What follows belongs to an exercise in optimizing a design on an open flow for small area; a production flow would make more cautious choices.
Only simulation tests tie the RTL to the original design; equivalence was not proved.

==> module dwt_fadd, before the edit <==
module dwt_fadd (
    input  [31:0] x,
    input  [31:0] y,
    output [31:0] z
);
    wire [7:0]  ex = x[30:23];
    wire [7:0]  ey = y[30:23];
    wire        e_lt = ex < ey;
    wire        e_eq = ex == ey;
    wire        m_lt = x[22:0] < y[22:0];
    wire        rev  = e_eq & m_lt;            
    wire        swap = e_lt | rev;             
    wire        exc  = (&ex) | (&ey);
    wire        sub  = x[31] ^ y[31];
    wire [7:0]  dxy  = ex - ey;
    wire [7:0]  dyx  = ey - ex;
    wire [7:0]  d    = e_lt ? dyx : dxy;
    wire [7:0]  ea   = e_lt ? ey : ex;
    wire [23:0] sx   = {|ex, x[22:0]};
    wire [23:0] sy   = {|ey, y[22:0]};
    wire [23:0] sa   = e_lt ? sy : sx;
    wire [23:0] sb   = e_lt ? sx : sy;
    wire [23:0] sbs  = sb >> d;
    wire [24:0] S = {1'b0, sa ^ {24{sub & rev}}} + {1'b0, sbs ^ {24{sub & ~rev}}} + {24'd0, sub};
    wire [30:0] radd = S[24] ? {ea + 8'd1, S[23:1]} : {ea, S[22:0]};
    wire [23:0] D = S[23:0];
    wire        sbz = rev ? ~(|sa) : ~(|sbs);
    reg  [4:0]  lz;
    integer i;
    always @* begin
        lz = 5'd24;
        for (i = 0; i < 24; i = i + 1)
            if (D[i]) lz = 5'd23 - i[4:0];
        if (sbz) lz = 5'd0;
    end
    wire [23:0] Dn = D << lz;
    wire [30:0] rsub = {ea - {3'd0, lz}, Dn[22:0]};
    assign z = exc ? 32'd0 : {swap ? y[31] : x[31], sub ? rsub : radd};
endmodule
==> module dwt_pe, before the edit <==
module dwt_pe #(parameter DATA_WIDTH = 32)
(
    input clk,
    input rst,
    input[DATA_WIDTH-1:0] transform1,
    input[DATA_WIDTH-1:0] transform2,
    input[DATA_WIDTH-1:0] transform3,
    input[DATA_WIDTH-1:0] transform4,
    input[DATA_WIDTH-1:0] transform5,
    input[DATA_WIDTH-1:0] transform6,
    input[DATA_WIDTH-1:0] data_in1,
    input[DATA_WIDTH-1:0] data_in2,
    input[DATA_WIDTH-1:0] data_in3,
    input[DATA_WIDTH-1:0] data_in4,
    input[DATA_WIDTH-1:0] data_in5,
    input[DATA_WIDTH-1:0] data_in6,
    output reg [DATA_WIDTH-1:0] data_out
);
    reg [3:0] t;
    wire hi = t[0];
    wire [5:0] ks;
    assign ks[0] = (t[3:1] == 3'd0);
    assign ks[1] = (t[3:1] == 3'd1);
    assign ks[2] = (t[3:1] == 3'd2);
    assign ks[3] = (t[3:1] == 3'd3);
    assign ks[4] = (t[3:1] == 3'd4);
    assign ks[5] = (t[3:1] == 3'd5);
    wire [31:0] ta = (transform1 & {32{ks[0]}}) | (transform2 & {32{ks[1]}}) |
                     (transform3 & {32{ks[2]}}) | (transform4 & {32{ks[3]}}) |
                     (transform5 & {32{ks[4]}}) | (transform6 & {32{ks[5]}});
    wire [31:0] db = (data_in1 & {32{ks[0]}}) | (data_in2 & {32{ks[1]}}) |
                     (data_in3 & {32{ks[2]}}) | (data_in4 & {32{ks[3]}}) |
                     (data_in5 & {32{ks[4]}}) | (data_in6 & {32{ks[5]}});
    reg  [23:0] acc;      
    reg         stk;      
    reg         g1, g0;   
    reg  [8:0]  es;       
    reg         sg, ex;   
    wire [23:0] ma = {|ta[30:23], ta[22:0]};
    wire [23:0] mb = {|db[30:23], db[22:0]};
    wire [35:0] s;
    dwt_mul_array mul (
        .a(ma), .b(hi ? mb[23:12] : mb[11:0]), .c(acc & {24{hi}}), .s(s)
    );
    always @(posedge clk) begin
        acc <= s[35:12];
        stk <= hi ? (stk | (|s[9:0])) : (|s[11:0]);
        g1  <= s[11];
        g0  <= s[10];
        es  <= {1'b0, ta[30:23]} + {1'b0, db[30:23]} - 9'd127;
        sg  <= ta[31] ^ db[31];
        ex  <= (&ta[30:23]) | (&db[30:23]);
    end
    wire        norm  = acc[23];
    wire [22:0] mraw  = norm ? acc[22:0] : {acc[21:0], g1};
    wire        rnd   = (norm ? g1 : g0) & (stk | (norm & g0));
    wire [22:0] mant;
    wire [23:0] ic;
    assign ic[0] = rnd;
    genvar gi;
    generate for (gi = 0; gi < 23; gi = gi + 1) begin : g_inc
        assign mant[gi] = mraw[gi] ^ ic[gi];
        assign ic[gi+1] = mraw[gi] & ic[gi];
    end endgenerate
    wire        zero  = rnd ? (&mraw) : ~(|mraw);
    wire [8:0]  expo  = es + {8'd0, norm};
    wire [31:0] prod  = ex   ? 32'd0 :
                        zero ? {sg, 31'd0} :
                        expo[8] ? (expo[7] ? {sg, 31'd0} : {sg, 8'hff, 23'd0}) :
                        {sg, expo[7:0], mant};
    reg  [31:0] U, V, W;
    wire [31:0] sum;
    dwt_fadd add (.x(U), .y(V), .z(sum));
    always @(posedge clk) begin
        if (rst || t == 4'd11) t <= 4'd0;
        else t <= t + 4'd1;
        case (t)
            4'd2, 4'd6, 4'd10: U <= prod;
            4'd9:              U <= W;
            4'd1:              U <= sum;
            default: ;
        endcase
        case (t)
            4'd0, 4'd4, 4'd8:  V <= prod;
            4'd9:              V <= sum;
            4'd1:              V <= W;
            default: ;
        endcase
        if (t == 4'd5 || t == 4'd10) W <= sum;
        if (rst) data_out <= 32'd0;
        else if (t == 4'd2) data_out <= sum;
    end
endmodule
export LEC_CHECK = 0
export CAP_MARGIN = 20
export CORE_MARGIN = 2
export CORE_UTILIZATION = 40
export PLACE_DENSITY = 0.6
export SLEW_MARGIN = 20
create_clock -name core_clock -period 10.0 [get_ports {clk}]
standard.sh (not shown) runs the stock make flow with config.mk's settings and CLKGATE_MAP_FILE= SYNTH_SCRIPT=/design/flow/synth_recipe.tcl, a recipe that flattens the netlist after the stock synthesis.
==> flow/flow/run.sh <==
#!/bin/bash
# The standard layout, with the smallest buffer (buf_1) as the port
# buffers in place of the resizer's own pick (clkdlybuf4s50_1).
set -euo pipefail
export BUFFER_PORTS_ARGS="-buffer_cell sky130_fd_sc_hd__buf_1"
bash standard.sh > standard.log 2>&1
Change:
--- a/flow/design.v
+++ b/flow/design.v
@@ -1048,22 +1048,22 @@
     wire [23:0] sa   = e_lt ? sy : sx;
     wire [23:0] sb   = e_lt ? sx : sy;
     wire [23:0] sbs  = sb >> d;
     wire [24:0] S = {1'b0, sa ^ {24{sub & rev}}} + {1'b0, sbs ^ {24{sub & ~rev}}} + {24'd0, sub};
-    wire [30:0] radd = S[24] ? {ea + 8'd1, S[23:1]} : {ea, S[22:0]};
-    wire [23:0] D = S[23:0];
     wire        sbz = rev ? ~(|sa) : ~(|sbs);
-    reg  [4:0]  lz;
+    wire [24:0] T = {S[24] & ~sub, S[23:0]};
+    reg  [4:0]  sh;
     integer i;
     always @* begin
-        lz = 5'd24;
+        sh = 5'd25;
         for (i = 0; i < 24; i = i + 1)
-            if (D[i]) lz = 5'd23 - i[4:0];
-        if (sbz) lz = 5'd0;
+            if (S[i]) sh = 5'd24 - i[4:0];
+        if (sbz) sh = 5'd1;
+        if (~sub) sh = {4'd0, ~S[24]};
     end
-    wire [23:0] Dn = D << lz;
-    wire [30:0] rsub = {ea - {3'd0, lz}, Dn[22:0]};
-    assign z = exc ? 32'd0 : {swap ? y[31] : x[31], sub ? rsub : radd};
+    wire [24:0] N = T << sh;
+    wire [7:0]  en = ea + 8'd1 - {3'd0, sh};
+    assign z = exc ? 32'd0 : {swap ? y[31] : x[31], en, N[23:1]};
 endmodule
 module dwt_pe #(parameter DATA_WIDTH = 32)
 (
     input clk,
@@ -1107,14 +1107,23 @@
     wire [35:0] s;
     dwt_mul_array mul (
         .a(ma), .b(hi ? mb[23:12] : mb[11:0]), .c(acc & {24{hi}}), .s(s)
     );
+    wire [8:0]  esum;
+    wire [8:0]  ec;
+    assign ec[0] = 1'b0;
+    genvar gi;
+    generate for (gi = 0; gi < 8; gi = gi + 1) begin : g_es
+        assign esum[gi] = ta[23+gi] ^ db[23+gi] ^ ec[gi];
+        assign ec[gi+1] = (ta[23+gi] & db[23+gi]) | (ta[23+gi] & ec[gi]) | (db[23+gi] & ec[gi]);
+    end endgenerate
+    assign esum[8] = ec[8];
     always @(posedge clk) begin
         acc <= s[35:12];
         stk <= hi ? (stk | (|s[9:0])) : (|s[11:0]);
         g1  <= s[11];
         g0  <= s[10];
-        es  <= {1'b0, ta[30:23]} + {1'b0, db[30:23]} - 9'd127;
+        es  <= esum;
         sg  <= ta[31] ^ db[31];
         ex  <= (&ta[30:23]) | (&db[30:23]);
     end
     wire        norm  = acc[23];
@@ -1122,15 +1131,25 @@
     wire        rnd   = (norm ? g1 : g0) & (stk | (norm & g0));
     wire [22:0] mant;
     wire [23:0] ic;
     assign ic[0] = rnd;
-    genvar gi;
     generate for (gi = 0; gi < 23; gi = gi + 1) begin : g_inc
         assign mant[gi] = mraw[gi] ^ ic[gi];
         assign ic[gi+1] = mraw[gi] & ic[gi];
     end endgenerate
     wire        zero  = rnd ? (&mraw) : ~(|mraw);
-    wire [8:0]  expo  = es + {8'd0, norm};
+    wire [8:0]  expo;
+    wire [9:0]  xc;
+    assign xc[0] = norm;
+    generate for (gi = 0; gi < 9; gi = gi + 1) begin : g_ex
+        if (gi == 0 || gi == 7 || gi == 8) begin : g1
+            assign expo[gi] = ~(es[gi] ^ xc[gi]);
+            assign xc[gi+1] = es[gi] | xc[gi];
+        end else begin : g0
+            assign expo[gi] = es[gi] ^ xc[gi];
+            assign xc[gi+1] = es[gi] & xc[gi];
+        end
+    end endgenerate
     wire [31:0] prod  = ex   ? 32'd0 :
                         zero ? {sg, 31'd0} :
                         expo[8] ? (expo[7] ? {sg, 31'd0} : {sg, 8'hff, 23'd0}) :
                         {sg, expo[7:0], mant};
After rerunning: Area after synthesis came out lower by 3.5%; design area came out lower by 2.4%; sequential share of layout area goes up by 0.35 points; first-iteration DRC count went down by 12%; die area goes down by 3.4%; critical path depth went up by 6.

==> port drivers added, routing unchanged <==
Ports are ideal in the flow. The routed layouts listed here were re-timed in OpenROAD.
Step 1 sets driving cells, clkbuf_16 on the clock port and buf_2 on the other inputs (assumed; they add their load-dependent delay and slew).
Step 2 adds t to the input delays and takes it off the output delays; t is the mean of the earliest and latest rising clock arrival at the registers after step 1. Input paths then give back, and output paths get back, about the clock's delay inside the block.
Three values: ideal ports, drivers, drivers and shift; two values: the first two.
run	t (ns)	slack for setup (ns)	worst slew at a driven data input, ns
the first run	0.509	0.648 / 0.648 / 0.648	0.10
the second run	0.500	0.527 / 0.527 / 0.484	0.10
After both steps every run listed still meets setup and hold. For the second run, which loses most, drivers alone change the setup slack by 0.000 ns; drivers and shift together by -0.043 ns.
